This design comes from an exercise in tuning for small area on the open sky130 flow, not from production work.
In this exercise RTL edits were held to simulation tests only and were not proved equivalent to the original.
Power and IR drop assume default switching activity.

==> flow/design.v <==
`timescale 1ns / 1ps
module baud_rate_gen (clk, rst, S_tick);
    input clk, rst;
    output S_tick;
    reg [8:0] lfsr;
    assign S_tick = ~lfsr[8] & lfsr[6] & ~lfsr[4] & ~lfsr[3] & lfsr[2] & ~lfsr[1] & ~lfsr[0];
    always @ (posedge clk, posedge rst) begin
        if (rst)
            lfsr <= 9'h164;
        else
            lfsr <= {lfsr[7:0], (lfsr[8] ^ lfsr[4]) | S_tick};
    end
endmodule
`timescale 1ns / 1ps
module UART_FIFO (clk, rst, wr_en, wr_data, rd_en, rd_data, empty, full, head);
    input clk, rst, wr_en, rd_en;
    input [7:0] wr_data;
    output empty, full;
    output reg [7:0] rd_data;
    output [7:0] head;
    reg [127:0] mem;
    reg [4:0] last;
    assign empty = (last == 5'b11111);
    assign full  = (last == 5'b01111);
    wire [15:0] sel = 16'd1 << last[3:0];
    wire [7:0] p0, p1, p2, p3, p4, p5, q0, q1;
    UART_AOI222 s0 (.a(mem[7:0]),     .b(mem[15:8]),    .c(mem[23:16]),
                    .sa(sel[0]),  .sb(sel[1]),  .sc(sel[2]),  .y(p0));
    UART_AOI222 s1 (.a(mem[31:24]),   .b(mem[39:32]),   .c(mem[47:40]),
                    .sa(sel[3]),  .sb(sel[4]),  .sc(sel[5]),  .y(p1));
    UART_AOI222 s2 (.a(mem[55:48]),   .b(mem[63:56]),   .c(mem[71:64]),
                    .sa(sel[6]),  .sb(sel[7]),  .sc(sel[8]),  .y(p2));
    UART_AOI222 s3 (.a(mem[79:72]),   .b(mem[87:80]),   .c(mem[95:88]),
                    .sa(sel[9]),  .sb(sel[10]), .sc(sel[11]), .y(p3));
    UART_AOI222 s4 (.a(mem[103:96]),  .b(mem[111:104]), .c(mem[119:112]),
                    .sa(sel[12]), .sb(sel[13]), .sc(sel[14]), .y(p4));
    UART_NAND2  s5 (.a(mem[127:120]), .sa(sel[15]), .y(p5));
    UART_NAND3  n0 (.a(p0), .b(p1), .c(p2), .y(q0));
    UART_NAND3  n1 (.a(p3), .b(p4), .c(p5), .y(q1));
    assign head = q0 | q1;
    wire do_wr = wr_en & ~full;
    wire do_rd = rd_en & ~empty;
    wire up = do_wr & ~do_rd;
    wire down = do_rd & ~do_wr;
    wire [4:0] flip;
    assign flip[0] = up | down;
    assign flip[1] = (up & last[0]) | (down & ~last[0]);
    assign flip[2] = (up & (&last[1:0])) | (down & ~(|last[1:0]));
    assign flip[3] = (up & (&last[2:0])) | (down & ~(|last[2:0]));
    assign flip[4] = (up & (&last[3:0])) | (down & ~(|last[3:0]));
    always @ (posedge clk) begin
        if (do_wr)
            mem <= {mem[119:0], wr_data};
    end
    always @ (posedge clk) begin
        if (rst)
            last <= 5'b11111;
        else
            last <= last ^ flip;
    end
    always @ (posedge clk) begin
        if (do_rd | rst)
            rd_data <= head & {8{~rst}};
    end
endmodule
module UART_AOI222 (a, b, c, sa, sb, sc, y);
    input [7:0] a, b, c;
    input sa, sb, sc;
    output [7:0] y;
    assign y = ~((a & {8{sa}}) | (b & {8{sb}}) | (c & {8{sc}}));
endmodule
module UART_NAND2 (a, sa, y);
    input [7:0] a;
    input sa;
    output [7:0] y;
    assign y = ~(a & {8{sa}});
endmodule
module UART_NAND3 (a, b, c, y);
    input [7:0] a, b, c;
    output [7:0] y;
    assign y = ~(a & b & c);
endmodule
`timescale 1ns / 1ps
module UART_TX (clk, S_tick, tx_start, rst, din, head, tx, tx_done_tick);
    input clk, tx_start, rst;
    input S_tick;
    input [7:0] din, head;
    output tx_done_tick;
    output reg tx;
    reg active, same, ready, par;
    reg [3:0] idx, tick_count;
    assign tx_done_tick = ~active & ~idx[0];
    wire bit_end = S_tick & (tick_count == 4'd15);
    wire last = (idx == 4'd1);
    wire equal;
    UART_EQ8 compare (.a(head), .b(din), .y(equal));
    wire frame_bit;
    UART_FRAME_BIT frame (.idx(idx), .din(din), .par(par), .y(frame_bit));
    always @ (posedge clk, posedge rst) begin
        if (rst) begin
            active <= 1'b0;
            same <= 1'b0;
            ready <= 1'b0;
            tx <= 1'b1;
        end
        else begin
            tx <= active ? frame_bit : 1'b1;
            ready <= ~active & same;
            if (~active & tx_start)
                same <= ~tx_done_tick | equal;
            if (~active)
                active <= tx_start & ready;
            else if (bit_end & last)
                active <= 1'b0;
        end
    end
    always @ (posedge clk) begin
        if (~active) begin
            tick_count <= 4'd0;
            idx <= 4'd7;
            par <= 1'b0;
        end
        else if (S_tick) begin
            tick_count <= tick_count + 1'b1;
            if (tick_count == 4'd15) begin
                idx <= idx + 1'b1;
                par <= par ^ frame_bit;
            end
        end
    end
endmodule
module UART_EQ8 (a, b, y);
    input [7:0] a, b;
    output y;
    assign y = (a == b);
endmodule
module UART_FRAME_BIT (idx, din, par, y);
    input [3:0] idx;
    input [7:0] din;
    input par;
    output y;
    assign y = idx[3] ? din[idx[2:0]] : (~idx[1] & (idx[0] | par));
endmodule
`timescale 1ns / 1ps
module UART_RX (clk, S_tick, rst, rx, dout, rx_done_tick, parity_error, frame_error);
    parameter IDLE = 2'b00;
    parameter START = 2'b01;
    parameter SHIFT = 2'b10;
    parameter STOP = 2'b11;
    input clk, rst;
    input S_tick;
    input rx;
    output [7:0] dout;
    output reg rx_done_tick;
    output reg parity_error;
    output frame_error;
    reg [1:0] cs;
    reg [3:0] tick_count;
    reg [8:0] data;
    reg par, start_bit;
    assign dout = data[8:1];
    wire bit_end = S_tick & (tick_count == 4'd15);
    assign frame_error = rx_done_tick & (start_bit | (cs == STOP));
    always @ (posedge clk, posedge rst) begin
        if (rst) begin
            cs <= IDLE;
            rx_done_tick <= 1'b0;
            parity_error <= 1'b0;
        end
        else begin
            rx_done_tick <= (cs == STOP) & bit_end;
            parity_error <= (cs == STOP) & par;
            case (cs)
                IDLE:  if (~rx) cs <= START;
                START: if (bit_end) cs <= SHIFT;
                SHIFT: if (bit_end & data[0]) cs <= STOP;
                STOP:  if (bit_end & rx) cs <= IDLE;
            endcase
        end
    end
    always @ (posedge clk) begin
        if (cs == IDLE) begin
            tick_count <= 4'd8;
            data <= 9'h100;
            par <= 1'b0;
        end
        else if (S_tick)
            tick_count <= tick_count + 1'b1;
        if (bit_end) begin
            if (cs == START)
                start_bit <= rx;
            if (cs == SHIFT) begin
                par <= par ^ rx;
                if (~data[0])
                    data <= {rx, data[8:1]};
            end
        end
    end
endmodule
`timescale 1ns / 1ps
module Transmitter_TOP (clk, rst, S_tick, tx_wr_data, tx_wr_en, tx, tx_full);
    input clk, rst, S_tick, tx_wr_en;
    input [7:0] tx_wr_data;
    output tx, tx_full;
    wire tx_rd_en;
    wire [7:0] tx_rd_data, tx_head;
    wire tx_empty;
    UART_TX transmitter (.clk(clk), .S_tick(S_tick), .rst(rst), .tx_start(~tx_empty),
                         .din(tx_rd_data), .head(tx_head), .tx(tx), .tx_done_tick(tx_rd_en));
    UART_FIFO tx_fifo (.clk(clk), .rst(rst), .wr_en(tx_wr_en), .wr_data(tx_wr_data),
                       .rd_en(tx_rd_en), .rd_data(tx_rd_data), .empty(tx_empty), .full(tx_full),
                       .head(tx_head));
endmodule
`timescale 1ns / 1ps
module Receiver_TOP (clk, rst, S_tick, rx, rx_rd_en, rx_rd_data, rx_empty, rx_full, rx_parity_error, rx_frame_error);
    input clk, rst, S_tick, rx, rx_rd_en;
    output [7:0] rx_rd_data;
    output rx_empty, rx_full, rx_parity_error, rx_frame_error;
    wire rx_wr_en;
    wire [7:0] rx_wr_data;
    wire [7:0] rx_head;
    UART_RX receiver (.clk(clk), .S_tick(S_tick), .rst(rst), .rx(rx), .dout(rx_wr_data),
                      .rx_done_tick(rx_wr_en), .parity_error(rx_parity_error), .frame_error(rx_frame_error));
    UART_FIFO rx_fifo (.clk(clk), .rst(rst), .wr_en(rx_wr_en), .wr_data(rx_wr_data), .rd_en(rx_rd_en),
                       .rd_data(rx_rd_data), .empty(rx_empty), .full(rx_full), .head(rx_head));
endmodule
`timescale 1ns / 1ps
module UART_wrapper (clk, rst, rx, rx_rd_en, tx_wr_data, tx_wr_en, rx_rd_data, rx_empty, rx_full, tx, tx_full,
                     rx_parity_error, rx_frame_error);
    parameter N_BIT = 8;   
    input clk, rst;
    input rx;   
    input rx_rd_en;   
    input tx_wr_en;   
    input [N_BIT - 1 : 0] tx_wr_data;   
    output rx_empty, rx_full;   
    output tx;   
    output tx_full;   
    output rx_parity_error, rx_frame_error;   
    output [N_BIT - 1 : 0] rx_rd_data;   
    wire S_tick;   
    baud_rate_gen baud_rate_generator (.clk(clk), .rst(rst), .S_tick(S_tick));
    Transmitter_TOP tx_top (.clk(clk), .rst(rst), .S_tick(S_tick), .tx_wr_data(tx_wr_data), .tx_wr_en(tx_wr_en),
                           .tx(tx), .tx_full(tx_full));
    Receiver_TOP rx_top (.clk(clk), .rst(rst), .S_tick(S_tick), .rx(rx), .rx_rd_en(rx_rd_en), .rx_rd_data(rx_rd_data),
                         .rx_empty(rx_empty), .rx_full(rx_full), .rx_parity_error(rx_parity_error), .rx_frame_error(rx_frame_error));
endmodule
clock: 20.0 ns
lec_check: 0
cap_margin: 5
core_margin: 2
core_utilization: 55
slew_margin: 5
synth_hierarchical: 1
synth_minimum_keep_size: 0
standard.sh (not shown) runs the stock make flow with config.mk's settings and CLKGATE_MAP_FILE= SYNTH_SCRIPT=/design/flow/synth_recipe.tcl, a recipe that flattens the netlist after the stock synthesis.
==> flow/flow/run.sh <==
#!/bin/bash
# Own flow: the standard synthesis, then the standard ORFS steps with
#  - cells downsized to their smallest equivalent before placement (flow/downsize.tcl),
#  - port buffers made with buf_1,
#  - a clock tree of small clock buffers without dummy loads.
set -euo pipefail
HERE=$(pwd)
bash standard.sh synth > synth.log 2>&1
export PRE_GLOBAL_PLACE_TCL=$HERE/flow/downsize.tcl
export BUFFER_PORTS_ARGS="-buffer_cell sky130_fd_sc_hd__buf_1"
export CTS_ARGS="-sink_clustering_enable -repair_clock_nets -buf_list {sky130_fd_sc_hd__clkbuf_16} -sink_clustering_size 34 -sink_clustering_max_diameter 100 -dont_use_dummy_load"
bash standard.sh > layout.log 2>&1
==> flow/flow/downsize.tcl <==
# Area recovery before placement: give every cell the smallest-area cell of the same function
# and pins (its drive strength may change; a register stays the same kind of register). Repair
# later in the flow upsizes or buffers again where slew, capacitance or timing need it.
set lib [lindex [get_libs *] 0]
sta::make_equiv_cells $lib
set dont_use_pat {probe|lpflow|clkdlybuf|dlygate|dlymetal|clkbuf|clkinv}
set saved 0.0
set n 0
foreach inst [[ord::get_db_block] getInsts] {
  set master [$inst getMaster]
  if { [$master getType] ne "CORE" } { continue }
  set name [$master getName]
  set cell [get_lib_cells -quiet $name]
  if { $cell eq "" } { continue }
  set best $name
  set best_area [expr { [$master getWidth] * [$master getHeight] }]
  foreach eq [sta::find_equiv_cells $cell] {
    set en [get_name $eq]
    if { [regexp $dont_use_pat $en] } { continue }
    set m [[ord::get_db] findMaster $en]
    if { $m eq "NULL" } { continue }
    set a [expr { [$m getWidth] * [$m getHeight] }]
    if { $a < $best_area } { set best $en; set best_area $a }
  }
  if { $best ne $name } {
    set old [expr { [$master getWidth] * [$master getHeight] }]
    set saved [expr { $saved + $old - $best_area }]
    incr n
    replace_cell [$inst getName] $best
  }
}
set dbu [[ord::get_db_block] getDbUnitsPerMicron]
puts "downsize: $n cells replaced, [expr { $saved / $dbu / $dbu }] um2 saved"
Next try:
--- a/flow/design.v
+++ b/flow/design.v
@@ -19,13 +19,13 @@
     output reg [7:0] rd_data;
     output [7:0] head;
     reg [127:0] mem;
     reg [4:0] last;
     assign empty = (last == 5'b11111);
     assign full  = (last == 5'b01111);
-    wire [15:0] sel = 16'd1 << last[3:0];
+    wire [15:0] sel = (16'd1 << last[3:0]) & {16{~rst}};
     wire [7:0] p0, p1, p2, p3, p4, p5, q0, q1;
     UART_AOI222 s0 (.a(mem[7:0]),     .b(mem[15:8]),    .c(mem[23:16]),
                     .sa(sel[0]),  .sb(sel[1]),  .sc(sel[2]),  .y(p0));
     UART_AOI222 s1 (.a(mem[31:24]),   .b(mem[39:32]),   .c(mem[47:40]),
                     .sa(sel[3]),  .sb(sel[4]),  .sc(sel[5]),  .y(p1));
     UART_AOI222 s2 (.a(mem[55:48]),   .b(mem[63:56]),   .c(mem[71:64]),
@@ -57,13 +57,13 @@
             last <= 5'b11111;
         else
             last <= last ^ flip;
     end
     always @ (posedge clk) begin
         if (do_rd | rst)
-            rd_data <= head & {8{~rst}};
+            rd_data <= head;
     end
 endmodule
 module UART_AOI222 (a, b, c, sa, sb, sc, y);
     input [7:0] a, b, c;
     input sa, sb, sc;
     output [7:0] y;
- The new run finished clean
- power shrinks by a few percent
- via count shrinks by a few percent
- critical path depth grows by 8
- setup slack gets worse by 0.65 ns
- die area shrinks slightly
- hold slack gets worse by 0.0050 ns
- synthesized area shrinks slightly

## re-timing with driven ports
The results above use ideal ports. As a check the final layouts listed here were re-extracted and re-timed, cells and wires unchanged.
Step 1, drivers: a clkbuf_16 drives clk and a buf_2 each remaining input, both assumed.
Step 2, shift: input delay + t, output delay - t, t = (earliest + latest rising clock arrival at the registers) / 2. This alone moves slack from input paths to output paths.
a / b / c = no drivers / after step 1 / after step 2; a / b = the first two.
run	t (ns)	setup WS [ns]	latest minus earliest clock arrival (ns)	worst register clock-pin slew, ns	cell pins on the clock port's net
the first run	0.517	14.250 / 14.203 / 14.050	0.057 / 0.056	0.12 / 0.12	1
the second run	0.512	13.595 / 13.614 / 13.102	0.048 / 0.048	0.12 / 0.12	1
After both steps every run listed still meets setup and hold. For the second run, which loses most, drivers alone change the setup slack by +0.019 ns; drivers and shift together by -0.493 ns.
